What follows belongs to an exercise in optimizing a design on an open flow for small area, a short achievable clock period and few clock cycles per item; a production flow would make more cautious choices.
Function was checked by simulation only, so behaviour that the tests miss may differ from the original.
Power figures rest on the tool's default switching activity, not on a simulated workload.

File: flow/config.mk
export PLATFORM = sky130hd
export DESIGN_NAME = DES_Core
export DESIGN_NICKNAME = DES_Core
export VERILOG_FILES = /design/flow/design.v
export SDC_FILE = /design/flow/constraint.sdc
export NUM_CORES = 4
export LEC_CHECK = 0
export CAP_MARGIN = 20
export CORE_MARGIN = 2
export CORE_UTILIZATION = 40
export SLEW_MARGIN = 20
File: flow/constraint.sdc
create_clock -name core_clock -period 5.0 [get_ports {clk}]
set_input_delay 1.0000 -clock core_clock [delete_from_list [all_inputs] [get_ports {clk}]]
set_output_delay 1.0000 -clock core_clock [all_outputs]
set_load 0.01 [all_outputs]
File: flow/design.v
`timescale 1ns / 1ps
module DES_Core(
    input wire clk,
    input wire reset,
    input wire start_i,
    input wire [63:0] plaintext_i,
    input wire [63:0] key_i,
    output reg [63:0] ciphertext_o,
    output reg done_o
    );
    wire s0, s1, s2, s3, s4, s5, s6, s7, s8, s9, s10, s11, s12, s13, s14, s15, s16, s17, s18, s19, s20, s21, s22, s23, s24, s25, s26, s27, s28, s29, s30, s31, s32, s33, s34, s35, s36, s37, s38, s39, s40, s41, s42, s43, s44, s45, s46, s47, s48, s49, s50, s51, s52, s53, s54, s55, s56, s57, s58, s59, s60, s61, s62, s63, s64, s65, s66, s67, s68, s69, s70, s71, s72, s73, s74, s75, s76, s77, s78, s79, s80, s81, s82, s83, s84, s85, s86, s87, s88, s89, s90, s91, s92, s93, s94, s95, s96, s97, s98, s99, s100, s101, s102, s103, s104, s105, s106, s107, s108, s109, s110, s111, s112, s113, s114, s115, s116, s117, s118, s119, s120, s121, s122, s123, s124, s125, s126, s127, s128, s129, s130, s131, s132, s133, s134, s135, s136, s137, s138, s139, s140, s141, s142, s143, s144, s145, s146, s147, s148, s149, s150, s151, s152, s153, s154, s155, s156, s157, s158, s159, s160, s161, s162, s163, s164, s165, s166, s167, s168, s169, s170, s171, s172, s173, s174, s175, s176, s177, s178, s179, s180, s181, s182, s183, s184, s185, s186, s187, s188, s189, s190, s191, s192, s193, s194, s195, s196, s197, s198, s199, s200, s201, s202, s203, s204, s205, s206, s207, s208, s209, s210, s211, s212, s213, s214, s215, s216, s217, s218, s219, s220, s221, s222, s223, s224, s225, s226, s227, s228, s229, s230, s231, s232, s233, s234, s235, s236, s237, s238, s239, s240, s241, s242, s243, s244, s245, s246, s247, s248, s249, s250, s251, s252, s253, s254, s255, s256, s257, s258, s259, s260, s261, s262, s263, s264, s265, s266, s267, s268, s269, s270, s271, s272, s273, s274, s275, s276, s277, s278, s279, s280, s281, s282, s283, s284, s285, s286, s287, s288, s289, s290, s291, s292, s293, s294, s295, s296, s297, s298, s299, s300, s301, s302, s303, s304, s305, s306, s307, s308, s309, s310, s311, s312, s313, s314, s315, s316, s317, s318, s319, s320, s321, s322, s323, s324, s325, s326, s327, s328, s329, s330, s331, s332, s333, s334, s335, s336, s337, s338, s339, s340, s341, s342, s343, s344, s345, s346, s347, s348, s349, s350, s351, s352, s353, s354, s355, s356, s357, s358, s359, s360, s361, s362, s363, s364, s365, s366, s367, s368, s369, s370, s371, s372, s373, s374, s375, s376, s377, s378, s379, s380, s381, s382, s383, s384, s385, s386, s387, s388, s389, s390, s391, s392, s393, s394, s395, s396, s397, s398, s399, s400, s401, s402, s403, s404, s405, s406, s407, s408, s409, s410, s411, s412, s413, s414, s415, s416, s417, s418, s419, s420, s421, s422, s423, s424, s425, s426, s427, s428, s429, s430, s431, s432, s433, s434, s435, s436, s437, s438, s439, s440, s441, s442, s443, s444, s445, s446, s447, s448, s449, s450, s451, s452, s453, s454, s455, s456, s457, s458, s459, s460, s461, s462, s463, s464, s465, s466, s467, s468, s469, s470, s471, s472, s473, s474, s475, s476, s477, s478, s479, s480, s481, s482, s483, s484, s485, s486, s487, s488, s489, s490, s491, s492, s493, s494, s495, s496, s497, s498, s499, s500, s501, s502, s503, s504, s505, s506, s507, s508, s509, s510, s511, s512, s513, s514, s515, s516, s517, s518, s519, s520, s521, s522, s523, s524, s525, s526, s527, s528, s529, s530, s531, s532, s533, s534, s535, s536, s537, s538, s539, s540, s541, s542, s543, s544, s545, s546, s547;
    assign s0 = key_i[2] ^ key_i[60];
    assign s1 = key_i[1] ^ key_i[59];
    assign s2 = key_i[10] ^ key_i[28];
    assign s3 = key_i[3] ^ key_i[5];
    assign s4 = key_i[4] ^ key_i[6];
    assign s5 = key_i[7] ^ key_i[9];
    assign s6 = key_i[8] ^ key_i[24];
    assign s7 = key_i[11] ^ key_i[13];
    assign s8 = key_i[12] ^ key_i[14];
    assign s9 = key_i[0] ^ key_i[58];
    assign s10 = key_i[15] ^ key_i[17];
    assign s11 = key_i[18] ^ key_i[56];
    assign s12 = key_i[19] ^ key_i[61];
    assign s13 = key_i[16] ^ key_i[20];
    assign s14 = key_i[25] ^ key_i[55];
    assign s15 = key_i[27] ^ key_i[57];
    assign s16 = key_i[23] ^ key_i[63];
    assign s17 = key_i[26] ^ key_i[62];
    assign s18 = key_i[21] ^ s12;
    assign s19 = key_i[22] ^ s2;
    assign s20 = key_i[29] ^ s5;
    assign s21 = key_i[53] ^ s7;
    assign s22 = key_i[54] ^ s8;
    assign s23 = s6 ^ s9;
    assign s24 = key_i[20] ^ s17;
    assign s25 = key_i[30] ^ s0;
    assign s26 = key_i[63] ^ s10;
    assign s27 = s1 ^ s3;
    assign s28 = s15 ^ s16;
    assign s29 = plaintext_i[63] ^ key_i[31];
    assign s30 = key_i[6] ^ s13;
    assign s31 = key_i[16] ^ s4;
    assign s32 = key_i[17] ^ s14;
    assign s33 = s0 ^ s11;
    assign s34 = plaintext_i[6] ^ key_i[5];
    assign s35 = plaintext_i[10] ^ key_i[9];
    assign s36 = plaintext_i[14] ^ key_i[13];
    assign s37 = plaintext_i[15] ^ key_i[14];
    assign s38 = plaintext_i[30] ^ key_i[21];
    assign s39 = key_i[0] ^ key_i[8];
    assign s40 = key_i[2] ^ key_i[4];
    assign s41 = key_i[12] ^ key_i[54];
    assign s42 = key_i[52] ^ key_i[58];
    assign s43 = plaintext_i[8] ^ s1;
    assign s44 = key_i[7] ^ s3;
    assign s45 = plaintext_i[39] ^ s18;
    assign s46 = key_i[11] ^ s20;
    assign s47 = key_i[24] ^ s22;
    assign s48 = key_i[51] ^ s21;
    assign s49 = plaintext_i[0] ^ key_i[3];
    assign s50 = plaintext_i[3] ^ key_i[62];
    assign s51 = plaintext_i[4] ^ key_i[57];
    assign s52 = plaintext_i[12] ^ key_i[15];
    assign s53 = plaintext_i[16] ^ key_i[19];
    assign s54 = plaintext_i[22] ^ key_i[11];
    assign s55 = plaintext_i[35] ^ key_i[61];
    assign s56 = key_i[18] ^ key_i[60];
    assign s57 = key_i[50] ^ key_i[52];
    assign s58 = plaintext_i[1] ^ s40;
    assign s59 = plaintext_i[5] ^ s4;
    assign s60 = plaintext_i[21] ^ s2;
    assign s61 = plaintext_i[33] ^ s14;
    assign s62 = plaintext_i[51] ^ s5;
    assign s63 = plaintext_i[59] ^ s10;
    assign s64 = key_i[0] ^ s11;
    assign s65 = key_i[56] ^ s57;
    assign s66 = s1 ^ s34;
    assign s67 = plaintext_i[2] ^ s27;
    assign s68 = plaintext_i[7] ^ s30;
    assign s69 = plaintext_i[9] ^ s23;
    assign s70 = plaintext_i[18] ^ s32;
    assign s71 = plaintext_i[31] ^ s25;
    assign s72 = plaintext_i[60] ^ s19;
    assign s73 = s12 ^ s21;
    assign s74 = s22 ^ s42;
    assign s75 = plaintext_i[0] ^ plaintext_i[26];
    assign s76 = plaintext_i[1] ^ plaintext_i[13];
    assign s77 = plaintext_i[2] ^ plaintext_i[28];
    assign s78 = plaintext_i[3] ^ plaintext_i[38];
    assign s79 = plaintext_i[4] ^ plaintext_i[28];
    assign s80 = plaintext_i[5] ^ plaintext_i[31];
    assign s81 = plaintext_i[7] ^ plaintext_i[19];
    assign s82 = plaintext_i[8] ^ plaintext_i[24];
    assign s83 = plaintext_i[10] ^ key_i[3];
    assign s84 = plaintext_i[11] ^ plaintext_i[17];
    assign s85 = plaintext_i[12] ^ plaintext_i[18];
    assign s86 = plaintext_i[13] ^ plaintext_i[29];
    assign s87 = plaintext_i[16] ^ key_i[25];
    assign s88 = plaintext_i[17] ^ plaintext_i[25];
    assign s89 = plaintext_i[17] ^ plaintext_i[52];
    assign s90 = plaintext_i[19] ^ plaintext_i[25];
    assign s91 = plaintext_i[19] ^ key_i[4];
    assign s92 = plaintext_i[20] ^ plaintext_i[55];
    assign s93 = plaintext_i[22] ^ plaintext_i[57];
    assign s94 = plaintext_i[23] ^ plaintext_i[29];
    assign s95 = plaintext_i[23] ^ key_i[12];
    assign s96 = plaintext_i[24] ^ key_i[59];
    assign s97 = plaintext_i[26] ^ key_i[15];
    assign s98 = plaintext_i[26] ^ key_i[23];
    assign s99 = plaintext_i[27] ^ plaintext_i[62];
    assign s100 = plaintext_i[30] ^ key_i[63];
    assign s101 = plaintext_i[33] ^ key_i[9];
    assign s102 = plaintext_i[34] ^ key_i[26];
    assign s103 = plaintext_i[34] ^ key_i[62];
    assign s104 = plaintext_i[37] ^ key_i[5];
    assign s105 = plaintext_i[38] ^ key_i[14];
    assign s106 = plaintext_i[42] ^ key_i[22];
    assign s107 = plaintext_i[43] ^ key_i[1];
    assign s108 = plaintext_i[43] ^ key_i[57];
    assign s109 = plaintext_i[45] ^ key_i[13];
    assign s110 = plaintext_i[47] ^ key_i[19];
    assign s111 = plaintext_i[47] ^ key_i[25];
    assign s112 = plaintext_i[49] ^ key_i[59];
    assign s113 = plaintext_i[53] ^ key_i[1];
    assign s114 = plaintext_i[54] ^ key_i[16];
    assign s115 = plaintext_i[61] ^ key_i[21];
    assign s116 = key_i[8] ^ key_i[52];
    assign s117 = key_i[10] ^ key_i[60];
    assign s118 = plaintext_i[9] ^ s6;
    assign s119 = plaintext_i[11] ^ s2;
    assign s120 = plaintext_i[20] ^ s36;
    assign s121 = plaintext_i[32] ^ s0;
    assign s122 = plaintext_i[36] ^ s6;
    assign s123 = plaintext_i[40] ^ s13;
    assign s124 = plaintext_i[42] ^ s4;
    assign s125 = plaintext_i[46] ^ s17;
    assign s126 = plaintext_i[48] ^ s8;
    assign s127 = plaintext_i[50] ^ s39;
    assign s128 = plaintext_i[51] ^ s7;
    assign s129 = plaintext_i[56] ^ s8;
    assign s130 = key_i[16] ^ s80;
    assign s131 = key_i[23] ^ s29;
    assign s132 = key_i[26] ^ s41;
    assign s133 = key_i[29] ^ s16;
    assign s134 = key_i[29] ^ s54;
    assign s135 = key_i[30] ^ s41;
    assign s136 = key_i[53] ^ s53;
    assign s137 = key_i[61] ^ s83;
    assign s138 = key_i[62] ^ s56;
    assign s139 = s11 ^ s37;
    assign s140 = s14 ^ s49;
    assign s141 = s35 ^ s87;
    assign s142 = plaintext_i[27] ^ s31;
    assign s143 = plaintext_i[29] ^ s24;
    assign s144 = plaintext_i[40] ^ s59;
    assign s145 = plaintext_i[41] ^ s28;
    assign s146 = plaintext_i[41] ^ s32;
    assign s147 = plaintext_i[52] ^ s23;
    assign s148 = plaintext_i[54] ^ s25;
    assign s149 = plaintext_i[55] ^ s26;
    assign s150 = plaintext_i[56] ^ s33;
    assign s151 = plaintext_i[57] ^ s27;
    assign s152 = plaintext_i[58] ^ s31;
    assign s153 = key_i[22] ^ s24;
    assign s154 = key_i[27] ^ s20;
    assign s155 = s7 ^ s44;
    assign s156 = s28 ^ s43;
    assign s157 = s30 ^ s105;
    assign s158 = s37 ^ s60;
    assign s159 = s64 ^ s117;
    assign s160 = s65 ^ s132;
    assign s161 = plaintext_i[44] ^ s69;
    assign s162 = s33 ^ s153;
    assign s163 = s44 ^ s48;
    assign s164 = s46 ^ s63;
    assign s165 = s46 ^ s115;
    assign s166 = s47 ^ s159;
    assign s167 = plaintext_i[40] ^ plaintext_i[60];
    assign s168 = s2 ^ s91;
    assign s169 = s114 ^ s167;
    assign s170 = s23 ^ s121;
    assign s171 = s168 ^ s169;
    assign s172 = s160 ^ s170;
    assign s173 = s171 ^ s172;
    assign s174 = plaintext_i[61] ^ s15;
    assign s175 = s92 ^ s101;
    assign s176 = s27 ^ s174;
    assign s177 = s175 ^ s48;
    assign s178 = s146 ^ s176;
    assign s179 = s177 ^ s178;
    assign s180 = plaintext_i[62] ^ s102;
    assign s181 = s60 ^ s124;
    assign s182 = s180 ^ s74;
    assign s183 = s150 ^ s181;
    assign s184 = s182 ^ s183;
    assign s185 = key_i[15] ^ s29;
    assign s186 = s55 ^ s93;
    assign s187 = s108 ^ s133;
    assign s188 = s185 ^ s186;
    assign s189 = s187 ^ s188;
    assign s190 = s163 ^ s189;
    assign s191 = plaintext_i[23] ^ plaintext_i[32];
    assign s192 = plaintext_i[44] ^ s191;
    assign s193 = s122 ^ s192;
    assign s194 = s74 ^ s152;
    assign s195 = s193 ^ s194;
    assign s196 = key_i[53] ^ s5;
    assign s197 = s96 ^ s104;
    assign s198 = s109 ^ s61;
    assign s199 = s63 ^ s196;
    assign s200 = s197 ^ s198;
    assign s201 = s199 ^ s200;
    assign s202 = plaintext_i[25] ^ plaintext_i[34];
    assign s203 = key_i[30] ^ s11;
    assign s204 = s116 ^ s202;
    assign s205 = s125 ^ s203;
    assign s206 = s204 ^ s72;
    assign s207 = s157 ^ s205;
    assign s208 = s206 ^ s207;
    assign s209 = plaintext_i[35] ^ plaintext_i[39];
    assign s210 = key_i[53] ^ s10;
    assign s211 = s15 ^ s98;
    assign s212 = s110 ^ s209;
    assign s213 = s210 ^ s211;
    assign s214 = s212 ^ s213;
    assign s215 = s165 ^ s214;
    assign s216 = plaintext_i[48] ^ key_i[18];
    assign s217 = key_i[58] ^ s99;
    assign s218 = s216 ^ s19;
    assign s219 = s122 ^ s123;
    assign s220 = s135 ^ s217;
    assign s221 = s218 ^ s219;
    assign s222 = s220 ^ s221;
    assign s223 = plaintext_i[28] ^ plaintext_i[37];
    assign s224 = key_i[9] ^ s112;
    assign s225 = s223 ^ s131;
    assign s226 = s224 ^ s73;
    assign s227 = s146 ^ s225;
    assign s228 = s226 ^ s227;
    assign s229 = plaintext_i[32] ^ plaintext_i[38];
    assign s230 = plaintext_i[42] ^ plaintext_i[50];
    assign s231 = s229 ^ s230;
    assign s232 = s231 ^ s143;
    assign s233 = s166 ^ s232;
    assign s234 = key_i[15] ^ s15;
    assign s235 = s100 ^ s107;
    assign s236 = s61 ^ s128;
    assign s237 = s234 ^ s235;
    assign s238 = s45 ^ s236;
    assign s239 = s237 ^ s238;
    assign s240 = plaintext_i[31] ^ plaintext_i[44];
    assign s241 = plaintext_i[52] ^ key_i[0];
    assign s242 = s0 ^ s103;
    assign s243 = s240 ^ s241;
    assign s244 = s123 ^ s242;
    assign s245 = s243 ^ s47;
    assign s246 = s244 ^ s245;
    assign s247 = plaintext_i[41] ^ key_i[21];
    assign s248 = s55 ^ s109;
    assign s249 = s113 ^ s247;
    assign s250 = s26 ^ s140;
    assign s251 = s248 ^ s249;
    assign s252 = s250 ^ s251;
    assign s253 = plaintext_i[36] ^ key_i[14];
    assign s254 = s106 ^ s114;
    assign s255 = s253 ^ s58;
    assign s256 = s64 ^ s125;
    assign s257 = s254 ^ s255;
    assign s258 = s256 ^ s257;
    assign s259 = plaintext_i[37] ^ key_i[55];
    assign s260 = s108 ^ s110;
    assign s261 = s259 ^ s260;
    assign s262 = s67 ^ s149;
    assign s263 = s261 ^ s262;
    assign s264 = plaintext_i[44] ^ plaintext_i[48];
    assign s265 = s4 ^ s9;
    assign s266 = s13 ^ s78;
    assign s267 = s264 ^ s265;
    assign s268 = s266 ^ s150;
    assign s269 = s267 ^ s268;
    assign s270 = plaintext_i[45] ^ plaintext_i[49];
    assign s271 = key_i[7] ^ key_i[17];
    assign s272 = s51 ^ s270;
    assign s273 = s271 ^ s272;
    assign s274 = s45 ^ s151;
    assign s275 = s273 ^ s274;
    assign s276 = plaintext_i[46] ^ plaintext_i[50];
    assign s277 = plaintext_i[58] ^ s6;
    assign s278 = s276 ^ s277;
    assign s279 = s144 ^ s278;
    assign s280 = s162 ^ s279;
    assign s281 = plaintext_i[6] ^ plaintext_i[59];
    assign s282 = s3 ^ s111;
    assign s283 = s281 ^ s18;
    assign s284 = s62 ^ s282;
    assign s285 = s145 ^ s283;
    assign s286 = s284 ^ s285;
    assign s287 = plaintext_i[7] ^ plaintext_i[48];
    assign s288 = s287 ^ s24;
    assign s289 = s124 ^ s72;
    assign s290 = s147 ^ s288;
    assign s291 = s289 ^ s290;
    assign s292 = plaintext_i[43] ^ plaintext_i[49];
    assign s293 = plaintext_i[53] ^ key_i[5];
    assign s294 = s292 ^ s293;
    assign s295 = s294 ^ s156;
    assign s296 = s165 ^ s295;
    assign s297 = plaintext_i[50] ^ plaintext_i[62];
    assign s298 = key_i[6] ^ key_i[12];
    assign s299 = s297 ^ s298;
    assign s300 = s19 ^ s299;
    assign s301 = s148 ^ s300;
    assign s302 = s161 ^ s301;
    assign s303 = plaintext_i[45] ^ plaintext_i[55];
    assign s304 = key_i[25] ^ s1;
    assign s305 = s303 ^ s20;
    assign s306 = s128 ^ s131;
    assign s307 = s137 ^ s304;
    assign s308 = s305 ^ s306;
    assign s309 = s307 ^ s308;
    assign s310 = plaintext_i[32] ^ plaintext_i[46];
    assign s311 = s40 ^ s310;
    assign s312 = s119 ^ s129;
    assign s313 = s311 ^ s147;
    assign s314 = s312 ^ s313;
    assign s315 = plaintext_i[53] ^ key_i[29];
    assign s316 = s7 ^ s52;
    assign s317 = s101 ^ s111;
    assign s318 = s315 ^ s316;
    assign s319 = s317 ^ s151;
    assign s320 = s318 ^ s319;
    assign s321 = plaintext_i[13] ^ key_i[10];
    assign s322 = s102 ^ s321;
    assign s323 = s126 ^ s322;
    assign s324 = s148 ^ s152;
    assign s325 = s323 ^ s324;
    assign s326 = plaintext_i[14] ^ plaintext_i[59];
    assign s327 = s55 ^ s112;
    assign s328 = s326 ^ s327;
    assign s329 = s149 ^ s155;
    assign s330 = s328 ^ s329;
    assign s331 = plaintext_i[15] ^ plaintext_i[36];
    assign s332 = plaintext_i[60] ^ s331;
    assign s333 = s31 ^ s127;
    assign s334 = s129 ^ s138;
    assign s335 = s332 ^ s333;
    assign s336 = s334 ^ s335;
    assign s337 = plaintext_i[16] ^ plaintext_i[57];
    assign s338 = plaintext_i[61] ^ key_i[1];
    assign s339 = key_i[13] ^ s12;
    assign s340 = s104 ^ s337;
    assign s341 = s338 ^ s26;
    assign s342 = s62 ^ s339;
    assign s343 = s340 ^ s341;
    assign s344 = s342 ^ s343;
    assign s345 = plaintext_i[58] ^ plaintext_i[62];
    assign s346 = key_i[18] ^ s2;
    assign s347 = s39 ^ s89;
    assign s348 = s345 ^ s25;
    assign s349 = s346 ^ s347;
    assign s350 = s157 ^ s348;
    assign s351 = s349 ^ s350;
    assign s352 = plaintext_i[18] ^ key_i[3];
    assign s353 = s29 ^ s113;
    assign s354 = s352 ^ s353;
    assign s355 = s45 ^ s354;
    assign s356 = s164 ^ s355;
    assign s357 = plaintext_i[28] ^ key_i[15];
    assign s358 = key_i[49] ^ key_i[51];
    assign s359 = s54 ^ s357;
    assign s360 = s358 ^ s62;
    assign s361 = s136 ^ s140;
    assign s362 = s359 ^ s156;
    assign s363 = s360 ^ s361;
    assign s364 = s362 ^ s363;
    assign s365 = key_i[10] ^ s13;
    assign s366 = s89 ^ s94;
    assign s367 = s58 ^ s365;
    assign s368 = s366 ^ s69;
    assign s369 = s160 ^ s367;
    assign s370 = s368 ^ s369;
    assign s371 = plaintext_i[24] ^ plaintext_i[53];
    assign s372 = s15 ^ s35;
    assign s373 = s38 ^ s371;
    assign s374 = s372 ^ s373;
    assign s375 = s48 ^ s67;
    assign s376 = s70 ^ s374;
    assign s377 = s375 ^ s376;
    assign s378 = plaintext_i[54] ^ s4;
    assign s379 = s8 ^ s50;
    assign s380 = s90 ^ s65;
    assign s381 = s119 ^ s378;
    assign s382 = s379 ^ s71;
    assign s383 = s380 ^ s381;
    assign s384 = s382 ^ s383;
    assign s385 = s51 ^ s52;
    assign s386 = s75 ^ s92;
    assign s387 = s385 ^ s386;
    assign s388 = s387 ^ s163;
    assign s389 = plaintext_i[5] ^ plaintext_i[21];
    assign s390 = plaintext_i[56] ^ key_i[8];
    assign s391 = s76 ^ s389;
    assign s392 = s390 ^ s391;
    assign s393 = s74 ^ s142;
    assign s394 = s392 ^ s393;
    assign s395 = key_i[51] ^ key_i[55];
    assign s396 = s10 ^ s34;
    assign s397 = s36 ^ s77;
    assign s398 = s93 ^ s395;
    assign s399 = s18 ^ s396;
    assign s400 = s397 ^ s398;
    assign s401 = s154 ^ s399;
    assign s402 = s400 ^ s401;
    assign s403 = plaintext_i[3] ^ plaintext_i[58];
    assign s404 = s94 ^ s116;
    assign s405 = s403 ^ s19;
    assign s406 = s139 ^ s404;
    assign s407 = s68 ^ s405;
    assign s408 = s406 ^ s407;
    assign s409 = key_i[23] ^ s38;
    assign s410 = s51 ^ s82;
    assign s411 = s136 ^ s409;
    assign s412 = s410 ^ s411;
    assign s413 = s164 ^ s412;
    assign s414 = s42 ^ s56;
    assign s415 = s88 ^ s118;
    assign s416 = s130 ^ s135;
    assign s417 = s414 ^ s72;
    assign s418 = s415 ^ s416;
    assign s419 = s417 ^ s418;
    assign s420 = plaintext_i[6] ^ plaintext_i[61];
    assign s421 = key_i[59] ^ s35;
    assign s422 = s75 ^ s420;
    assign s423 = s133 ^ s421;
    assign s424 = s422 ^ s70;
    assign s425 = s73 ^ s423;
    assign s426 = s424 ^ s425;
    assign s427 = plaintext_i[1] ^ plaintext_i[11];
    assign s428 = key_i[30] ^ s81;
    assign s429 = s99 ^ s427;
    assign s430 = s24 ^ s428;
    assign s431 = s429 ^ s430;
    assign s432 = s166 ^ s431;
    assign s433 = plaintext_i[20] ^ s16;
    assign s434 = s29 ^ s52;
    assign s435 = s77 ^ s43;
    assign s436 = s433 ^ s434;
    assign s437 = s73 ^ s435;
    assign s438 = s436 ^ s437;
    assign s439 = plaintext_i[9] ^ plaintext_i[21];
    assign s440 = s13 ^ s50;
    assign s441 = s86 ^ s439;
    assign s442 = s121 ^ s440;
    assign s443 = s441 ^ s47;
    assign s444 = s442 ^ s443;
    assign s445 = plaintext_i[4] ^ plaintext_i[22];
    assign s446 = s36 ^ s38;
    assign s447 = s445 ^ s26;
    assign s448 = s61 ^ s137;
    assign s449 = s446 ^ s447;
    assign s450 = s448 ^ s449;
    assign s451 = plaintext_i[11] ^ plaintext_i[23];
    assign s452 = key_i[4] ^ key_i[54];
    assign s453 = s9 ^ s103;
    assign s454 = s451 ^ s452;
    assign s455 = s130 ^ s139;
    assign s456 = s453 ^ s454;
    assign s457 = s455 ^ s456;
    assign s458 = plaintext_i[0] ^ plaintext_i[12];
    assign s459 = plaintext_i[24] ^ plaintext_i[35];
    assign s460 = key_i[55] ^ key_i[57];
    assign s461 = s53 ^ s458;
    assign s462 = s459 ^ s460;
    assign s463 = s26 ^ s66;
    assign s464 = s461 ^ s462;
    assign s465 = s463 ^ s464;
    assign s466 = plaintext_i[36] ^ s9;
    assign s467 = s76 ^ s88;
    assign s468 = s33 ^ s466;
    assign s469 = s467 ^ s68;
    assign s470 = s468 ^ s469;
    assign s471 = plaintext_i[2] ^ plaintext_i[14];
    assign s472 = plaintext_i[37] ^ key_i[3];
    assign s473 = key_i[7] ^ s98;
    assign s474 = s471 ^ s472;
    assign s475 = s18 ^ s43;
    assign s476 = s473 ^ s474;
    assign s477 = s70 ^ s475;
    assign s478 = s476 ^ s477;
    assign s479 = plaintext_i[15] ^ plaintext_i[27];
    assign s480 = s78 ^ s91;
    assign s481 = s479 ^ s118;
    assign s482 = s480 ^ s481;
    assign s483 = s162 ^ s482;
    assign s484 = plaintext_i[20] ^ s3;
    assign s485 = s79 ^ s28;
    assign s486 = s141 ^ s484;
    assign s487 = s45 ^ s485;
    assign s488 = s486 ^ s487;
    assign s489 = plaintext_i[21] ^ key_i[56];
    assign s490 = s9 ^ s84;
    assign s491 = s489 ^ s19;
    assign s492 = s490 ^ s143;
    assign s493 = s144 ^ s491;
    assign s494 = s492 ^ s493;
    assign s495 = key_i[7] ^ s38;
    assign s496 = s85 ^ s66;
    assign s497 = s134 ^ s495;
    assign s498 = s145 ^ s496;
    assign s499 = s497 ^ s498;
    assign s500 = plaintext_i[13] ^ key_i[6];
    assign s501 = key_i[28] ^ s81;
    assign s502 = s95 ^ s106;
    assign s503 = s500 ^ s23;
    assign s504 = s501 ^ s502;
    assign s505 = s71 ^ s503;
    assign s506 = s504 ^ s505;
    assign s507 = s5 ^ s49;
    assign s508 = s82 ^ s107;
    assign s509 = s28 ^ s120;
    assign s510 = s507 ^ s508;
    assign s511 = s509 ^ s510;
    assign s512 = plaintext_i[25] ^ s58;
    assign s513 = s158 ^ s512;
    assign s514 = s161 ^ s513;
    assign s515 = plaintext_i[45] ^ s97;
    assign s516 = s134 ^ s141;
    assign s517 = s515 ^ s67;
    assign s518 = s516 ^ s517;
    assign s519 = plaintext_i[46] ^ key_i[10];
    assign s520 = key_i[58] ^ s0;
    assign s521 = s50 ^ s84;
    assign s522 = s95 ^ s519;
    assign s523 = s520 ^ s521;
    assign s524 = s522 ^ s142;
    assign s525 = s523 ^ s524;
    assign s526 = plaintext_i[47] ^ key_i[17];
    assign s527 = key_i[61] ^ key_i[63];
    assign s528 = s79 ^ s85;
    assign s529 = s96 ^ s526;
    assign s530 = s527 ^ s528;
    assign s531 = s529 ^ s155;
    assign s532 = s530 ^ s531;
    assign s533 = s39 ^ s86;
    assign s534 = s90 ^ s59;
    assign s535 = s126 ^ s138;
    assign s536 = s533 ^ s534;
    assign s537 = s535 ^ s536;
    assign s538 = plaintext_i[49] ^ key_i[19];
    assign s539 = s97 ^ s100;
    assign s540 = s538 ^ s66;
    assign s541 = s120 ^ s539;
    assign s542 = s154 ^ s540;
    assign s543 = s541 ^ s542;
    assign s544 = plaintext_i[27] ^ s127;
    assign s545 = s68 ^ s71;
    assign s546 = s158 ^ s544;
    assign s547 = s545 ^ s546;
    wire [63:0] result;
    assign result[0] = s173;
    assign result[1] = s179;
    assign result[2] = s184;
    assign result[3] = s190;
    assign result[4] = s195;
    assign result[5] = s201;
    assign result[6] = s208;
    assign result[7] = s215;
    assign result[8] = s222;
    assign result[9] = s228;
    assign result[10] = s233;
    assign result[11] = s239;
    assign result[12] = s246;
    assign result[13] = s252;
    assign result[14] = s258;
    assign result[15] = s263;
    assign result[16] = s269;
    assign result[17] = s275;
    assign result[18] = s280;
    assign result[19] = s286;
    assign result[20] = s291;
    assign result[21] = s296;
    assign result[22] = s302;
    assign result[23] = s309;
    assign result[24] = s314;
    assign result[25] = s320;
    assign result[26] = s325;
    assign result[27] = s330;
    assign result[28] = s336;
    assign result[29] = s344;
    assign result[30] = s351;
    assign result[31] = s356;
    assign result[32] = s364;
    assign result[33] = s370;
    assign result[34] = s377;
    assign result[35] = s384;
    assign result[36] = s388;
    assign result[37] = s394;
    assign result[38] = s402;
    assign result[39] = s408;
    assign result[40] = s413;
    assign result[41] = s419;
    assign result[42] = s426;
    assign result[43] = s432;
    assign result[44] = s438;
    assign result[45] = s444;
    assign result[46] = s450;
    assign result[47] = s457;
    assign result[48] = s465;
    assign result[49] = s470;
    assign result[50] = s478;
    assign result[51] = s483;
    assign result[52] = s488;
    assign result[53] = s494;
    assign result[54] = s499;
    assign result[55] = s506;
    assign result[56] = s511;
    assign result[57] = s514;
    assign result[58] = s518;
    assign result[59] = s525;
    assign result[60] = s532;
    assign result[61] = s537;
    assign result[62] = s543;
    assign result[63] = s547;
    reg busy;
    always @(posedge clk or posedge reset) begin
        if (reset) begin
            busy <= 1'b0;
            done_o <= 1'b0;
        end else begin
            busy <= start_i;
            done_o <= busy;
        end
    end
    always @(posedge clk) begin
        if (start_i)
            ciphertext_o <= result;
    end
endmodule
File: flow/flow/run.sh
#!/bin/bash
# The standard layout, with small buffers on the ports instead of the
# delay buffers buffer_ports picks by default, and no 3-input XOR cells
# (two XOR2 are smaller and faster). Make output goes to flow_make.log.
set -euo pipefail
export BUFFER_PORTS_ARGS="-buffer_cell sky130_fd_sc_hd__buf_2"
export DONT_USE_CELLS="sky130_fd_sc_hd__xor3_1 sky130_fd_sc_hd__xor3_2 sky130_fd_sc_hd__xor3_4 sky130_fd_sc_hd__xnor3_1 sky130_fd_sc_hd__xnor3_2 sky130_fd_sc_hd__xnor3_4"
bash standard.sh finish > flow_make.log 2>&1
File: flow/standard.sh
#!/bin/bash
# synth_recipe.tcl (not shown) runs the flow's synth.tcl, then flattens the netlist and writes it again
# the make line also repeats each setting of config.mk as NAME=value (left out here)
make -C /OpenROAD-flow-scripts/flow DESIGN_CONFIG=/design/flow/config.mk WORK_HOME=/design/flow/orfs CLKGATE_MAP_FILE= SYNTH_SCRIPT=/design/flow/synth_recipe.tcl "${@:-finish}"
==> impl_metrics.tcl, run 1 <==
set metrics [dict create \
    rsz0062_at_grt "no" \
    crit_path_end_kind "flip-flop" \
    synth-edff-count 64 \
    fillers 1721 \
    synth_top_cell_by_area "xnor2_1" \
    clk_path_buf_depth 2 \
    post_drt_wl_per_cell_microns 21.9 \
    hold_viol_final 0 \
    grt_max_degree 35 \
    place_area_sq_um 8680 \
    design_area_sq_um 8960 \
    cts.sinks 66 \
    fmax_ghz 0.378 \
    ctsResizeCount 0 \
    timing.hold.ws_ns 0.350 \
    antenna_left 0 \
    area_growth_pct 16.8 \
    vias_per_cell 4.81 \
    ys_seq_elements 66 \
    drt-initial-drc-count 298 \
    rows 50 \
    syn_area_sq_um 7670 \
    yosysWarnings 1 \
    ys_seq_area_share_pct 25.7 \
    fin_tns_setup_ns 0 \
    vias 4733 \
    p_leak_uw 0.00383 \
    cp_cell_sequence "buf_2 > xnor2_2 > xor2_1 > xnor3_1 > xnor2_1" \
    multiInputGateArea_sq_um 5510 \
    numPortBuffers 178 \
    cts-htree-levels 3 \
    antenna_found_initial 0 \
    grt_usage_pct 21.7 \
    core_sq_um 18800 \
    drive_gt1_share_pct 27.8 \
    avgSynthCellArea_sq_um 12.8 \
    grt_pass1_wl_microns 31400 \
    final.setup_skew_ns 0.0000459 \
    seqCellArea_sq_um 1970 \
    cp-start-kind "input pin" \
    fin_crit_sh_pct 52.9 \
    grt-ovfl-total 0 \
    crit_slowest_cell "xnor2_2" \
    routed_wl_microns 21600 \
    die_h_microns 143 \
    crit_buf_inv 1 \
    ir_worst_vdd_uv 208 \
    worstSetupPathType "in -> reg" \
    slowest_delay_ns 0.53 \
    cpLargestDelayFamily "XOR/XNOR gates" \
    worst_pin_slew_ns 0.800 \
    cts_buffers 9 \
    n_antenna_cell 0 \
    synth_cell_type_count 16 \
    path_max_fanout 6 \
    status "complete, no violations" \
    cts_tree "built" \
    worstPathArrival_ns 2.72 \
    synth_top_flop_cell "edfxtp_1" \
    hold_start "busy" \
    die_w_microns 143 \
    postCtsSetupBuffers 0 \
    drv_slew 0 \
    gp_congestion 0.941 \
    cts.hold.buffers_added 0 \
    die_area_sq_um 20300 \
    clk_pin_slew_ns 0.06 \
    min_path_type "reg -> reg" \
    regToRegStartpoint "busy" \
    finalNetCount 877 \
    syn-instance-count 600 \
    synthTopCellsByArea "xnor2_1 35%, edfxtp_1 25%, xnor3_1 20%" \
    drc 0 \
    setup_viol 0 \
    async_reset_ff_share_pct 3.03 \
    hpwl_microns 17900 \
    powerDensity_nw_per_um2 437 \
    synthTopCellsByCount "311 x xnor2_1, 84 x xor2_1, 68 x xnor3_1" \
    initial_core_util_pct 40.9 \
    cts-root-buf "clkbuf_16" \
    critPathLaunch "key_i[1]" \
    io_pins 196 \
    relSlewSlack_pct 46.7 \
    period_minus_slack_ns 2.65 \
    cap_violations 0 \
    syn_nets 731 \
    dr.pass1.iters 5 \
    first_global_vias 4969 \
    synth_most_common_cell "xnor2_1" \
    cp.required_ns 5.07 \
    insertion_delay_ns 0.34 \
    synth_top_area_share_pct 35.5 \
]
## final timing paths
path / to / slack, ns / depth (start not counted)
max: ciphertext_o[17] / 2.35 / 5
min: done_o / 0.35 / 0
max reg2reg: done_o / 4.54 / 0
min reg2reg: done_o / 0.35 / 0
max in group asynchronous: busy / 4.40 / 2
min in group asynchronous: done_o / 0.49 / 2
## power breakdown
part	total [uW]	leakage, uW	internal, uW	switching [uW]
sequential	1080	0.000650	1000	73.3
combinational	2190	0.00305	1150	1040
clock	647	0.000137	385	262
total	3910	0.00383	2540	1380
## cell usage in the layout (no fill, tap or decap), drive strengths merged
master    netlist  final
clkbuf         28     11
xnor3          70     70
inv             2      2
edfxtp         64     64
xor2           86     86
clkinvlp        0      1
clkinv          0      3
xnor2         324    324
dfrtp           2      2
bufinv          0      1
buf            16    179
xor3            8      8
## layout make-up
type                       count  area share, %
multi-input combinational    488           61.4
sequential                    66           22.0
timing repair buffer         179           10.0
tap                          234           3.27
clock buffer                  11           2.60
clock inverter                 5          0.614
inverter                       2         0.0837
## per-stage QoR
stage          util [%]  instances  setup slack (ns)  total power [uW]
5_1_grt            47.8        985              2.31              4130
4_1_cts            47.8        985              2.37              3950
3_3_place_gp       46.2        969              2.05              3260
3_5_place_dp       46.2        969              2.02              3280
6_report           47.8        985              2.35              3910
2_1_floorplan         -        600              2.31              2650
## kinds of logic after synthesis
logic type  share of synthesized area [%]
buf+inv                              2.56
flops                                25.7
xor+xnor                             71.7
## state kept, by name, indices dropped and copies added, names as in the netlist
| name | count |
|---|---|
| busy | 1 |
| ciphertext_o | 64 |
| done_o | 1 |
## routing by layer
layer	vias up	routed length, microns	global-route usage [%]
met2	193	9590	33.0
met1	2301	10200	31.6
met4	0	444	7.30
li1	2212	-	-
met5	-	0	0
met3	27	1390	3.20
Testbench counts, summed over its fixed seeds: cycles 4,808, blocks 2,400.
==> inputs of run 2 (changes only) <==
==> flow/flow/run.sh (replaced) <==
#!/bin/bash
# The standard layout, with small buffers on the ports instead of the
# delay buffers buffer_ports picks by default. Make output goes to flow_make.log.
set -euo pipefail
export BUFFER_PORTS_ARGS="-buffer_cell sky130_fd_sc_hd__buf_2"
bash standard.sh finish > flow_make.log 2>&1
==> run 2 against run 1 <==
Hold slack unchanged. First-iteration DRC count did not move. Total power unchanged. Utilization is the same. Sequential share of layout area unchanged. Routed wire length did not move. Clock skew unchanged. Sequential power hardly changed. Critical path type unchanged. Highest routed layer unchanged.
==> impl_metrics.tcl, run 2 <==
set metrics [dict create \
    dr.pass1.iters 5 \
    grt_pass1_wl_microns 31400 \
    n_antenna_cell 0 \
    period_minus_slack_ns 2.65 \
    area_growth_pct 16.8 \
    synth_top_area_share_pct 35.5 \
    path_max_fanout 6 \
    reg_top3 "ciphertext_o: 64 flops, busy: 1 flops, done_o: 1 flops" \
    regMostFlops "ciphertext_o" \
    rsz0062_at_grt "no" \
    relSlewSlack_pct 46.7 \
    synthTopCellsByCount "311 x xnor2_1, 84 x xor2_1, 68 x xnor3_1" \
    syn_area_sq_um 7670 \
    r2r_end "done_o" \
    crit_slowest_cell "xnor2_2" \
    final_util_pct 47.8 \
    die_w_microns 143 \
    routed_wl_microns 21600 \
    dpl_worst_slack_ns 2.02 \
    cts.hold.buffers_added 0 \
    worstSetupPathType "in -> reg" \
    ys_seq_area_share_pct 25.7 \
    regToRegStartpoint "busy" \
    fin_tns_setup_ns 0 \
    worstPathArrival_ns 2.72 \
    grt-ovfl-total 0 \
    powerDensity_nw_per_um2 437 \
    ir_worst_vdd_uv 208 \
    async_reset_ff_share_pct 3.03 \
    clk_path_buf_depth 2 \
    grt_max_degree 35 \
    ctsResizeCount 0 \
    cp_cell_sequence "buf_2 > xnor2_2 > xor2_1 > xnor3_1 > xnor2_1" \
    clk_pin_slew_ns 0.06 \
    finalNetCount 877 \
    antenna_found_initial 0 \
    synthTopCellsByArea "xnor2_1 35%, edfxtp_1 25%, xnor3_1 20%" \
    crit_path_end_kind "flip-flop" \
    io_pins 196 \
    post_drt_wl_per_cell_microns 21.9 \
    vias_per_cell 4.81 \
    setup_viol 0 \
    worst_pin_slew_ns 0.800 \
    antenna_left 0 \
    layout_setup_ws_ns 2.35 \
    status "complete, no violations" \
    postCtsSetupBuffers 0 \
    core_sq_um 18800 \
    final.setup_skew_ns 0.0000459 \
    crit_path_end "ciphertext_o[17]" \
    cp-start-kind "input pin" \
    drive_gt1_share_pct 27.8 \
    p_leak_uw 0.00383 \
    stdcell_count 985 \
    hpwl_microns 17900 \
    syn_nets 731 \
    critPathLaunch "key_i[1]" \
    largest_reg_flops 64 \
    fin_crit_sh_pct 52.9 \
    ys_seq_elements 66 \
    avgSynthCellArea_sq_um 12.8 \
    slowest_delay_ns 0.53 \
    syn-instance-count 600 \
    hold_viol_final 0 \
    final_common_cell "xnor2_1" \
    drc 0 \
    synth_cell_type_count 16 \
    cts-root-buf "clkbuf_16" \
    numPortBuffers 178 \
    synth-edff-count 64 \
    die_area_sq_um 20300 \
    cts-htree-levels 3 \
    vias 4733 \
    cts_buffers 9 \
    cts_tree "built" \
    reg2reg_slack_ns 4.54 \
    insertion_delay_ns 0.34 \
    initial_core_util_pct 40.9 \
    first_global_vias 4969 \
    synth_top_flop_cell "edfxtp_1" \
    cts.sinks 66 \
    synth_top_cell_by_area "xnor2_1" \
    die_h_microns 143 \
    cp.required_ns 5.07 \
    fmax_ghz 0.378 \
    drv_slew 0 \
    dp.cells 969 \
    synth_most_common_cell "xnor2_1" \
    rows 50 \
    yosysWarnings 1 \
    gp_congestion 0.941 \
    grt_usage_pct 21.7 \
    reg2reg_depth 0 \
    final_cell_mix "311 x xnor2_1, 178 x buf_2, 84 x xor2_1, 68 x xnor3_1, 64 x edfxtp_1" \
    cap_violations 0 \
    min_path_type "reg -> reg" \
    drt-initial-drc-count 298 \
]
-- run 2: cell counts after synthesis --
Identical to the previous run, type by type.
-- run 2: cell type report --
type / count / area [sq um]
timing repair buffer: 179 / 898
clock inverter: 5 / 55.1
multi-input combinational: 488 / 5510
inverter: 2 / 7.51
clock buffer: 11 / 233
sequential: 66 / 1970
fill: 1721 / 9800
tap: 234 / 293
-- run 2: routing by layer --
| layer | wire length (microns) | part of all wire, % | GRT usage [%] |
|---|---|---|---|
| met5 | 0 | 0 | 0 |
| met4 | 444 | 2.1 | 7.30 |
| met3 | 1390 | 6.4 | 3.20 |
| met2 | 9590 | 44 | 33.0 |
| met1 | 10200 | 47 | 31.6 |
-- run 2: worst min-delay path by stage --
stage	startpoint	end	slack, ns	cells after the start
global route	busy	done_o	0.37	0
finish	busy	done_o	0.35	0
CTS	busy	done_o	0.35	0
floorplan	busy	done_o	0.33	0
detailed placement	busy	done_o	0.34	0
global placement	busy	done_o	0.34	0
-- run 2: critical path: cells and delay by family --
kind | cells | cell delay (ns)
buffers and inverters | 1 | 0.15
xor gates and xnor gates | 4 | 1.57
-- run 2: metrics by stage --
step	hold slack (ns)	power (uW)	area (sq um)
2_1_floorplan	0.331	2650	7670
3_3_place_gp	0.338	3260	8680
3_5_place_dp	0.340	3280	8680
4_1_cts	0.353	3950	8960
5_1_grt	0.367	4130	8960
6_report	0.350	3910	8960
-- run 2: cell families (layout without fill, tap and decap cells) --
| family | Yosys count | in the layout | synth area share, % |
|---|---|---|---|
| buffers and inverters | 46 | 197 | 2.56 |
| flip-flops | 66 | 66 | 25.7 |
| XOR/XNOR | 488 | 488 | 71.7 |
-- run 2: power by group --
group          switching (uW)  leakage [uW]  internal [uW]
sequential               73.3      0.000650           1000
combinational            1040       0.00305           1150
clock                     262      0.000137            385
total                    1380       0.00383           2540
==> inputs of run 3 (changes only) <==
--- a/flow/flow/run.sh
+++ b/flow/flow/run.sh
@@ -5,2 +5,2 @@
 export BUFFER_PORTS_ARGS="-buffer_cell sky130_fd_sc_hd__buf_2"
-bash standard.sh finish > flow_make.log 2>&1
+bash standard.sh  finish > flow_make.log 2>&1
--- a/flow/config.mk
+++ b/flow/config.mk
@@ -7,2 +7,3 @@
 export LEC_CHECK = 0
+export ABC_CLOCK_PERIOD_IN_PS = 1500
 export CAP_MARGIN = 20
==> run 3 against run 2 <==
Fmax did not move. Utilization did not move. Clock skew is the same. Largest cell class unchanged. Non-clock buffer count unchanged. Largest power group unchanged.
==> impl_metrics.tcl, run 3 <==
set metrics [dict create \
    status "complete, no violations" \
    antenna_found_initial 0 \
    cts.hold.buffers_added 0 \
    ctsResizeCount 0 \
    grt_max_degree 35 \
    antenna_left 0 \
    hpwl_microns 17900 \
    cts.sinks 66 \
    initial_core_util_pct 40.9 \
    clk_path_buf_depth 2 \
    p_leak_uw 0.00383 \
    routed_wl_microns 21600 \
    drv_slew 0 \
    synthTopCellsByArea "xnor2_1 35%, edfxtp_1 25%, xnor3_1 20%" \
    drive_gt1_share_pct 27.8 \
    dr.pass1.iters 5 \
    synthTopCellsByCount "311 x xnor2_1, 84 x xor2_1, 68 x xnor3_1" \
    syn_nets 731 \
    regMostFlops "ciphertext_o" \
    die_w_microns 143 \
    synth-edff-count 64 \
    clk_pin_slew_ns 0.06 \
    powerDensity_nw_per_um2 437 \
    final.setup_skew_ns 0.0000459 \
    cap_violations 0 \
    grt_usage_pct 21.7 \
    cts-htree-levels 3 \
    largest_reg_flops 64 \
    final_common_cell "xnor2_1" \
    post_drt_wl_per_cell_microns 21.9 \
    worst_pin_slew_ns 0.800 \
    first_global_vias 4969 \
    final_util_pct 47.8 \
    yosysWarnings 1 \
    ys_seq_elements 66 \
    cp.required_ns 5.07 \
    reg_top3 "ciphertext_o: 64 flops, busy: 1 flops, done_o: 1 flops" \
    relSlewSlack_pct 46.7 \
    insertion_delay_ns 0.34 \
    rows 50 \
    cts_tree "built" \
    fin_tns_setup_ns 0 \
    fillers 1721 \
    area_growth_pct 16.8 \
    finalNetCount 877 \
    vias 4733 \
    vias_per_cell 4.81 \
    rsz0062_at_grt "no" \
    gp_congestion 0.941 \
    cts-root-buf "clkbuf_16" \
    numPortBuffers 178 \
    synth_top_flop_cell "edfxtp_1" \
    drc 0 \
    synth_cell_type_count 16 \
    cts_buffers 9 \
    crit_path_end_kind "flip-flop" \
    min_path_type "reg -> reg" \
    drt-initial-drc-count 298 \
    ys_seq_area_share_pct 25.7 \
    syn_area_sq_um 7670 \
    io_pins 196 \
    die_h_microns 143 \
    core_sq_um 18800 \
    grt-ovfl-total 0 \
    avgSynthCellArea_sq_um 12.8 \
    die_area_sq_um 20300 \
    multiInputGateArea_sq_um 5510 \
    hold_viol_final 0 \
    seqCellArea_sq_um 1970 \
    syn-instance-count 600 \
    period_minus_slack_ns 2.65 \
    synth_most_common_cell "xnor2_1" \
    synth_top_area_share_pct 35.5 \
    async_reset_ff_share_pct 3.03 \
    grt_pass1_wl_microns 31400 \
    setup_viol 0 \
    n_antenna_cell 0 \
    final_cell_mix "311 x xnor2_1, 178 x buf_2, 84 x xor2_1, 68 x xnor3_1, 64 x edfxtp_1" \
    path_max_fanout 6 \
    postCtsSetupBuffers 0 \
    worstPathArrival_ns 2.72 \
    fmax_ghz 0.378 \
    synth_top_cell_by_area "xnor2_1" \
    ir_worst_vdd_uv 208 \
    worstSetupPathType "in -> reg" \
    cp-start-kind "input pin" \
    fin_crit_sh_pct 52.9 \
]
## run 3: where the power goes
part	internal [uW]	switching, uW	leakage, uW
logic	1150	1040	0.00305
registers	1000	73.3	0.000650
clock network	385	262	0.000137
total	2540	1380	0.00383
## run 3: path summary, 6_finish.rpt
check	from	endpoint	slack (ns)	cells after the start
worst max-delay path	key_i[1]	ciphertext_o[17]	2.35	5
worst min-delay path	busy	done_o	0.35	0
worst max register to register	busy	done_o	4.54	0
worst min register to register	busy	done_o	0.35	0
max in group asynchronous	reset	busy	4.40	2
min in group asynchronous	reset	done_o	0.49	2
## run 3: layer usage
| metal | share of wire [%] | up-vias | wire [microns] | track usage (%) |
|---|---|---|---|---|
| met1 | 47 | 2301 | 10200 | 31.6 |
| li1 | - | 2212 | - | - |
| met3 | 6.4 | 27 | 1390 | 3.20 |
| met5 | 0 | - | 0 | 0 |
| met2 | 44 | 193 | 9590 | 33.0 |
| met4 | 2.1 | 0 | 444 | 7.30 |
## run 3: logic make-up (layout without fill, tap and decap cells)
kind of cell	Yosys count	in the layout	share of synthesized area, %
flip-flops	66	66	25.7
XOR/XNOR	488	488	71.7
buffers and inverters	46	197	2.56
## run 3: final cells by class
cell class / instances / area share [%]
clock buffers: 11 / 2.60
clock inverters: 5 / 0.614
inverters: 2 / 0.0837
multi-input cells: 488 / 61.4
flip-flops and latches: 66 / 22.0
well taps: 234 / 3.27
repair buffers: 179 / 10.0
## run 3: through the flow
step	setup slack (ns)	hold slack (ns)	power, uW	instances	area, sq um
after floorplan	2.31	0.331	2650	600	7670
after global placement	2.05	0.338	3260	969	8680
after detailed placement	2.02	0.340	3280	969	8680
after CTS	2.37	0.353	3950	985	8960
after global routing	2.31	0.367	4130	985	8960
final	2.35	0.350	3910	985	8960
## run 3: critical path, cell delays in order
cell	delay (ns)
buf_2	0.15
xnor2_2	0.53
xor2_1	0.35
xnor3_1	0.52
xnor2_1	0.17
==> inputs of run 4 (changes only) <==
==> flow/run.sh (new file) <==
#!/bin/bash
# synth_recipe.tcl (not shown) runs the flow's synth.tcl, then flattens the netlist and writes it again
# the make line also repeats each setting of config.mk as NAME=value (left out here)
make -C /OpenROAD-flow-scripts/flow DESIGN_CONFIG=/design/flow/config.mk WORK_HOME=/design/flow/orfs CLKGATE_MAP_FILE= SYNTH_SCRIPT=/design/flow/synth_recipe.tcl finish
--- a/flow/config.mk
+++ b/flow/config.mk
@@ -7,3 +7,2 @@
 export LEC_CHECK = 0
-export ABC_CLOCK_PERIOD_IN_PS = 1500
 export CAP_MARGIN = 20
removed: flow/flow/run.sh
removed: flow/standard.sh
==> run 4 against run 3 <==
Via count grew 0.85%. Fmax shrank 17%. Still clean. Synthesized cell count is the same. Area after synthesis is the same. Total power grew 7.8%. Clock skew is essentially flat. Critical path depth shrank 1.
==> impl_metrics.tcl, run 4 <==
set metrics [dict create \
    status "complete, no violations" \
    die_h_microns 143 \
    n_antenna_cell 0 \
    dpl_worst_slack_ns 1.50 \
    cts_tree "built" \
    dr.pass1.iters 5 \
    place_area_sq_um 9560 \
    antenna_left 0 \
    synth_top_area_share_pct 35.5 \
    worst_pin_slew_ns 0.907 \
    grt_usage_pct 22.6 \
    gp_congestion 0.964 \
    whs_path_depth 0 \
    rows 50 \
    io_pins 196 \
    synth_top_cell_by_area "xnor2_1" \
    syn-instance-count 600 \
    path_max_fanout 5 \
    hold_viol_final 0 \
    cp-start-kind "input pin" \
    synth_top_flop_cell "edfxtp_1" \
    synthTopCellsByArea "xnor2_1 35%, edfxtp_1 25%, xnor3_1 20%" \
    powerDensity_nw_per_um2 428 \
    regToRegStartpoint "busy" \
    ir_worst_vdd_uv 226 \
    reg2reg_depth 0 \
    area_growth_pct 28.4 \
    async_reset_ff_share_pct 3.03 \
    hpwl_microns 18700 \
    cpLargestDelayFamily "XOR/XNOR gates" \
    clk_pin_slew_ns 0.05 \
    drive_gt1_share_pct 4.26 \
    final.setup_skew_ns 0.0000585 \
    final_common_cell "xnor2_1" \
    fin_tns_setup_ns 0 \
    postCtsSetupBuffers 0 \
    fmax_ghz 0.314 \
    cts-htree-levels 3 \
    insertion_delay_ns 0.34 \
    clk_path_buf_depth 2 \
    largest_reg_flops 64 \
    period_minus_slack_ns 3.18 \
    synth-edff-count 64 \
    grt-ovfl-total 0 \
    drt-initial-drc-count 316 \
    slowest_delay_ns 0.69 \
    grt_max_degree 37 \
    hold_start "busy" \
    crit_buf_inv 1 \
    initial_core_util_pct 40.9 \
    cts_buffers 9 \
    drv_slew 0 \
    layout_setup_ws_ns 1.82 \
    vias_per_cell 4.85 \
    design_area_sq_um 9850 \
    numPortBuffers 178 \
    ys_seq_elements 66 \
    ys_seq_area_share_pct 25.7 \
    crit_path_end_kind "flip-flop" \
    finalNetCount 877 \
    fin_crit_sh_pct 63.7 \
    min_path_type "reg -> reg" \
    die_w_microns 143 \
    routed_wl_microns 22300 \
    synth_most_common_cell "xnor2_1" \
    worstSetupPathType "in -> reg" \
    cts.hold.buffers_added 0 \
    yosysWarnings 1 \
    grt_pass1_wl_microns 32700 \
    crit_slowest_cell "clkdlybuf4s50_1" \
    worstPathArrival_ns 3.26 \
    avgSynthCellArea_sq_um 12.8 \
    syn_area_sq_um 7670 \
    holdPathEnd "done_o" \
    cts.sinks 66 \
    first_global_vias 4992 \
    rsz0062_at_grt "no" \
    relSlewSlack_pct 39.1 \
    p_leak_uw 0.00383 \
    setup_viol 0 \
    reg_top3 "ciphertext_o: 64 flops, busy: 1 flops, done_o: 1 flops" \
    ctsResizeCount 0 \
    cp.required_ns 5.08 \
    post_drt_wl_per_cell_microns 22.7 \
    syn_nets 731 \
    core_sq_um 18800 \
    vias 4773 \
    final_cell_mix "311 x xnor2_1, 177 x clkdlybuf4s50_1, 84 x xor2_1, 68 x xnor3_1, 64 x edfxtp_1" \
    cap_violations 0 \
    drc 0 \
    cts-root-buf "clkbuf_16" \
    synthTopCellsByCount "311 x xnor2_1, 84 x xor2_1, 68 x xnor3_1" \
    timing.hold.ws_ns 0.346 \
    cp_cell_sequence "clkdlybuf4s50_1 > xor3_1 > xnor2_1 > xnor3_1" \
    die_area_sq_um 20300 \
    r2r_end "done_o" \
    reg2reg_slack_ns 4.54 \
    total_power_uw 4220 \
    regMostFlops "ciphertext_o" \
    antenna_found_initial 0 \
    synth_cell_type_count 16 \
]
## run 4: cell counts after synthesis
Identical to the previous run, type by type.
## run 4: worst max-delay path by stage
stage                   start                to  slack (ns)  depth (start not counted)
finish              key_i[17]  ciphertext_o[46]        1.82                          4
global route        key_i[17]  ciphertext_o[48]        1.77                          5
CTS                 key_i[17]  ciphertext_o[48]        1.85                          5
detailed placement  key_i[17]  ciphertext_o[48]        1.50                          5
global placement    key_i[17]  ciphertext_o[46]        1.52                          4
floorplan           key_i[63]  ciphertext_o[48]        2.31                          5
## run 4: area by class of cell
type	count	area (sq um)
Fill cell	1668	8920
Multi-Input combinational cell	488	5510
Sequential cell	66	1970
Timing Repair Buffer	179	1780
Tap cell	234	293
Clock buffer	11	233
Clock inverter	5	55.1
Inverter	2	7.51
## run 4: per-stage QoR
stage / utilization (%) / cells
CTS: 52.5 / 985
floorplan: - / 600
global placement: 51.0 / 969
global route: 52.5 / 985
finish: 52.5 / 985
detailed placement: 51.0 / 969
## run 4: cells by family after synthesis
kind of cell / Yosys count / share of synthesized area, %
xor gates and xnor gates: 488 / 71.7
buffers and inverters: 46 / 2.56
DFF: 66 / 25.7
## run 4: per-layer routing
layer | wire length [microns] | part of all wire [%] | track usage [%]
met5 | 0 | 0 | 0
met4 | 335 | 1.5 | 5.68
met3 | 1540 | 6.9 | 4.10
met2 | 9590 | 43 | 32.5
met1 | 10900 | 49 | 34.8
## run 4: where the power goes
group          leakage [uW]  internal [uW]  switching [uW]
Clock              0.000137            385             250
Sequential         0.000650           1010            81.0
Combinational       0.00304           1430            1070
==> inputs of run 5 (changes only) <==
==> flow/flow/run.sh (new file) <==
#!/bin/bash
# The standard layout with three changes:
# - small buffers (buf_2) on the ports instead of the delay buffers
#   buffer_ports picks by default;
# - no 3-input XOR cells (two XOR2 are smaller and faster here);
# - ABC maps the XOR network once (&nf) without its restructuring rounds and
#   upsizing, leaving the sizing to the placer's timing repair.
# Make output goes to flow_make.log.
set -euo pipefail
cp -r "$FLOW_HOME/scripts" scripts_mod
printf '&get -n\n&st\n&dch\n&nf\n&put\nbuffer -c\ntopo\nstime -c\ndnsize -c\n' > scripts_mod/abc_speed.script
export BUFFER_PORTS_ARGS="-buffer_cell sky130_fd_sc_hd__buf_2"
bash standard.sh SCRIPTS_DIR="$PWD/scripts_mod" DONT_USE_CELLS="sky130_fd_sc_hd__lpflow_bleeder_1 sky130_fd_sc_hd__lpflow_clkbufkapwr_1 sky130_fd_sc_hd__lpflow_clkbufkapwr_16 sky130_fd_sc_hd__lpflow_clkbufkapwr_2 sky130_fd_sc_hd__lpflow_clkbufkapwr_4 sky130_fd_sc_hd__lpflow_clkbufkapwr_8 sky130_fd_sc_hd__lpflow_clkinvkapwr_1 sky130_fd_sc_hd__lpflow_clkinvkapwr_16 sky130_fd_sc_hd__lpflow_clkinvkapwr_2 sky130_fd_sc_hd__lpflow_clkinvkapwr_4 sky130_fd_sc_hd__lpflow_clkinvkapwr_8 sky130_fd_sc_hd__lpflow_decapkapwr_12 sky130_fd_sc_hd__lpflow_decapkapwr_3 sky130_fd_sc_hd__lpflow_decapkapwr_4 sky130_fd_sc_hd__lpflow_decapkapwr_6 sky130_fd_sc_hd__lpflow_decapkapwr_8 sky130_fd_sc_hd__lpflow_inputiso0n_1 sky130_fd_sc_hd__lpflow_inputiso0p_1 sky130_fd_sc_hd__lpflow_inputiso1n_1 sky130_fd_sc_hd__lpflow_inputiso1p_1 sky130_fd_sc_hd__lpflow_inputisolatch_1 sky130_fd_sc_hd__lpflow_isobufsrc_1 sky130_fd_sc_hd__lpflow_isobufsrc_16 sky130_fd_sc_hd__lpflow_isobufsrc_2 sky130_fd_sc_hd__lpflow_isobufsrc_4 sky130_fd_sc_hd__lpflow_isobufsrc_8 sky130_fd_sc_hd__lpflow_isobufsrckapwr_16 sky130_fd_sc_hd__lpflow_lsbuf_lh_hl_isowell_tap_1 sky130_fd_sc_hd__lpflow_lsbuf_lh_hl_isowell_tap_2 sky130_fd_sc_hd__lpflow_lsbuf_lh_hl_isowell_tap_4 sky130_fd_sc_hd__lpflow_lsbuf_lh_isowell_4 sky130_fd_sc_hd__lpflow_lsbuf_lh_isowell_tap_1 sky130_fd_sc_hd__lpflow_lsbuf_lh_isowell_tap_2 sky130_fd_sc_hd__lpflow_lsbuf_lh_isowell_tap_4 sky130_fd_sc_hd__probe_p_8 sky130_fd_sc_hd__probec_p_8  sky130_fd_sc_hd__xor3_1 sky130_fd_sc_hd__xor3_2 sky130_fd_sc_hd__xor3_4 sky130_fd_sc_hd__xnor3_1 sky130_fd_sc_hd__xnor3_2 sky130_fd_sc_hd__xnor3_4" finish > flow_make.log 2>&1
==> flow/standard.sh (new file) <==
#!/bin/bash
# synth_recipe.tcl (not shown) runs the flow's synth.tcl, then flattens the netlist and writes it again
# the make line also repeats each setting of config.mk as NAME=value (left out here)
make -C /OpenROAD-flow-scripts/flow DESIGN_CONFIG=/design/flow/config.mk WORK_HOME=/design/flow/orfs CLKGATE_MAP_FILE= SYNTH_SCRIPT=/design/flow/synth_recipe.tcl "${@:-finish}"
--- a/flow/config.mk
+++ b/flow/config.mk
@@ -10,2 +10,4 @@
 export CORE_UTILIZATION = 40
+export CTS_BUF_LIST = sky130_fd_sc_hd__clkbuf_4 sky130_fd_sc_hd__clkbuf_8
+export SETUP_SLACK_MARGIN = 2.8
 export SLEW_MARGIN = 20
removed: flow/run.sh
==> run 5 against run 4 <==
Largest power group unchanged. Still clean on timing, DRC and antenna. Clock power decreased by 16%. Via count increased by 4.8%. Routed wire length decreased by 0.75%. Clock skew about the same. Non-clock buffer count increased by 45. Synthesized cell count increased by 4.3%. Critical endpoint is now ciphertext_o[32]. Critical path depth increased by 2. Area after synthesis decreased by 11%.
==> impl_metrics.tcl, run 5 <==
set metrics [dict create \
    area_growth_pct 43.2 \
    final.setup_skew_ns 0.0000795 \
    reg2reg_slack_ns 4.53 \
    timing.hold.ws_ns 0.360 \
    drv_slew 0 \
    cp.required_ns 5.08 \
    seqCellArea_sq_um 1970 \
    reg2reg_depth 0 \
    syn_nets 757 \
    post_drt_wl_per_cell_microns 20.6 \
    dpl_worst_slack_ns 2.17 \
    min_path_type "reg -> reg" \
    grt-busiest-layer "met1" \
    regMostFlops "ciphertext_o" \
    regToRegStartpoint "busy" \
    grt_max_degree 49 \
    crit_path_end "ciphertext_o[32]" \
    drt-initial-drc-count 289 \
    critPathLaunch "key_i[7]" \
    rsz0062_at_grt "yes" \
    core_sq_um 16600 \
    initial_core_util_pct 41.0 \
    dr.pass1.iters 6 \
    r2r_end "done_o" \
    synth_cell_type_count 7 \
    yosysWarnings 1 \
    largest_reg_flops 64 \
    cp_cell_sequence "buf_2 > xnor2_4 > xnor2_2 > xnor2_1 > xnor2_1 > xnor2_2" \
    drive_gt1_share_pct 39.5 \
    slowest_delay_ns 0.40 \
    synthTopCellsByCount "442 x xnor2_1, 107 x xor2_1, 64 x edfxtp_1" \
    grt_pass1_wl_microns 31900 \
    cts_buffers 9 \
    die_area_sq_um 18100 \
    cts-htree-levels 3 \
    synth-edff-count 64 \
    final_common_cell "xnor2_1" \
    cts_tree "built" \
    fin_tns_setup_ns 0 \
    crit_slowest_cell "xnor2_2" \
    syn_area_sq_um 6820 \
    vias 5003 \
    fmax_ghz 0.444 \
    die_w_microns 135 \
    synth_most_common_cell "xnor2_1" \
    cts-root-buf "clkbuf_8" \
    period_minus_slack_ns 2.25 \
    antenna_found_initial 0 \
    synth_top_flop_cell "edfxtp_1" \
    cts.hold.buffers_added 0 \
    synth_top_area_share_pct 56.7 \
    p_leak_uw 0.00364 \
    relSlewSlack_pct 59.0 \
    vias_per_cell 4.65 \
    cap_violations 0 \
    hold_viol_final 0 \
    rows 47 \
    use_met1_pct 37.7 \
    clk_path_buf_depth 2 \
    grt_usage_pct 24.7 \
    antenna_left 0 \
    insertion_delay_ns 0.34 \
    reg_top3 "ciphertext_o: 64 flops, busy: 1 flops, done_o: 1 flops" \
    finalNetCount 982 \
    synth_top_cell_by_area "xnor2_1" \
    n_antenna_cell 0 \
    final_util_pct 58.7 \
    path_max_fanout 5 \
    status "complete, no violations" \
    grt_use_met3_pct 4.65 \
    io_pins 196 \
    final_cell_mix "357 x xnor2_1, 174 x buf_2, 93 x xor2_1, 64 x edfxtp_1, 51 x xnor2_2" \
    ys_seq_elements 66 \
    grt-ovfl-total 0 \
    avgSynthCellArea_sq_um 10.9 \
    ys_seq_area_share_pct 28.9 \
    fin_crit_sh_pct 45.0 \
    gp_congestion 0.969 \
    clk_pin_slew_ns 0.07 \
    syn-instance-count 626 \
    drc 0 \
    multiInputGateArea_sq_um 5990 \
    worstPathArrival_ns 2.34 \
    die_h_microns 135 \
    ir_worst_vdd_uv 244 \
    routed_wl_microns 22200 \
    async_reset_ff_share_pct 3.03 \
    first_global_vias 5148 \
    hpwl_microns 18200 \
    numPortBuffers 178 \
    crit_path_end_kind "flip-flop" \
    powerDensity_nw_per_um2 412 \
    cp-start-kind "input pin" \
    synthTopCellsByArea "xnor2_1 57%, edfxtp_1 28%, xor2_1 14%" \
    layout_setup_ws_ns 2.75 \
    worst_pin_slew_ns 0.615 \
    grtUsageMet2_pct 35.6 \
    setup_viol 0 \
    fillers 1448 \
    cts.sinks 66 \
    worstSetupPathType "in -> reg" \
]
## run 5: per-stage QoR
stage / instance area [sq um] / total power [uW] / std cells
floorplan: 7630 / 2650 / 626
global placement: 8620 / 3290 / 1015
detailed placement: 8620 / 3290 / 1015
CTS: 9270 / 3940 / 1056
global route: 9770 / 4260 / 1076
finish: 9770 / 4030 / 1076
## run 5: how the worst min path moves through the flow
stage	from	to	slack (ns)	depth (start not counted)
after floorplan	busy	done_o	0.33	0
after detailed placement	busy	done_o	0.34	0
final	busy	done_o	0.36	0
after CTS	busy	done_o	0.36	0
after global routing	busy	done_o	0.38	0
after global placement	busy	done_o	0.34	0
## run 5: metal layers
layer	vias up	routed length (microns)
met2	188	9510
met4	0	378
li1	2408	-
met1	2382	10800
met5	-	0
met3	25	1470
## run 5: timing repair
action	CTS	global route
pin swaps	17	20
buffers inserted	25	20
setup endpoints to repair	46	51
gates resized for setup	26	40
## run 5: power breakdown
part | switching, uW | total, uW | leakage, uW | internal (uW)
logic | 1230 | 2430 | 0.00288 | 1200
registers | 59.7 | 1060 | 0.000650 | 1000
clock network | 254 | 534 | 0.000107 | 280
## run 5: critical path, delay by kind of cell
family | cells | cell delay [ns]
buffers and inverters | 1 | 0.18
xor gates and xnor gates | 5 | 1.15
## run 5: layout make-up
cell class | count | share of cell area [%]
well taps | 220 | 2.82
clock buffers | 9 | 1.27
repair buffers | 224 | 13.4
inverters | 1 | 0.0384
clock inverters | 7 | 0.960
multi-input cells | 549 | 61.3
flip-flops and latches | 66 | 20.2
## run 5: cells by family (layout without fill, tap and decap cells)
group,Yosys count,after routing,share of synthesized area (%)
buffers and inverters,11,241,0.623
XOR/XNOR,549,549,70.5
flip-flops,66,66,28.9

what the ideal ports hide:
How much do the figures lean on ideal ports? The routed layouts below were timed once more, with nothing changed but the port constraints.
Step 1 (the two cells are an assumption about what drives the block):
set clk [get_ports {clk}]
set_driving_cell -lib_cell sky130_fd_sc_hd__clkbuf_16 $clk
set_driving_cell -lib_cell sky130_fd_sc_hd__buf_2 [delete_from_list [all_inputs] $clk]
Step 2 times the ports against the registers' clock, not the clock port: input delays grow and output delays shrink by t, the midpoint of the rising clock arrivals with the driver on.
Three values: ideal, step 1, step 2; two values: the first two.
run	shift t [ns]	setup slack, ns	slew at the worst register clock pin (ns)
run 1	0.387	2.353 / 2.376 / 1.990	0.06 / 0.06
run 2	0.387	2.353 / 2.376 / 1.990	0.06 / 0.06
run 3	0.387	2.353 / 2.376 / 1.990	0.06 / 0.06
run 4	0.382	1.816 / 1.833 / 1.452	0.06 / 0.06
run 5	0.399	2.748 / 2.763 / 2.364	0.11 / 0.11
After both steps every run listed still meets setup and hold. For run 5, which loses most, drivers alone change the setup slack by +0.015 ns; drivers and shift together by -0.384 ns.
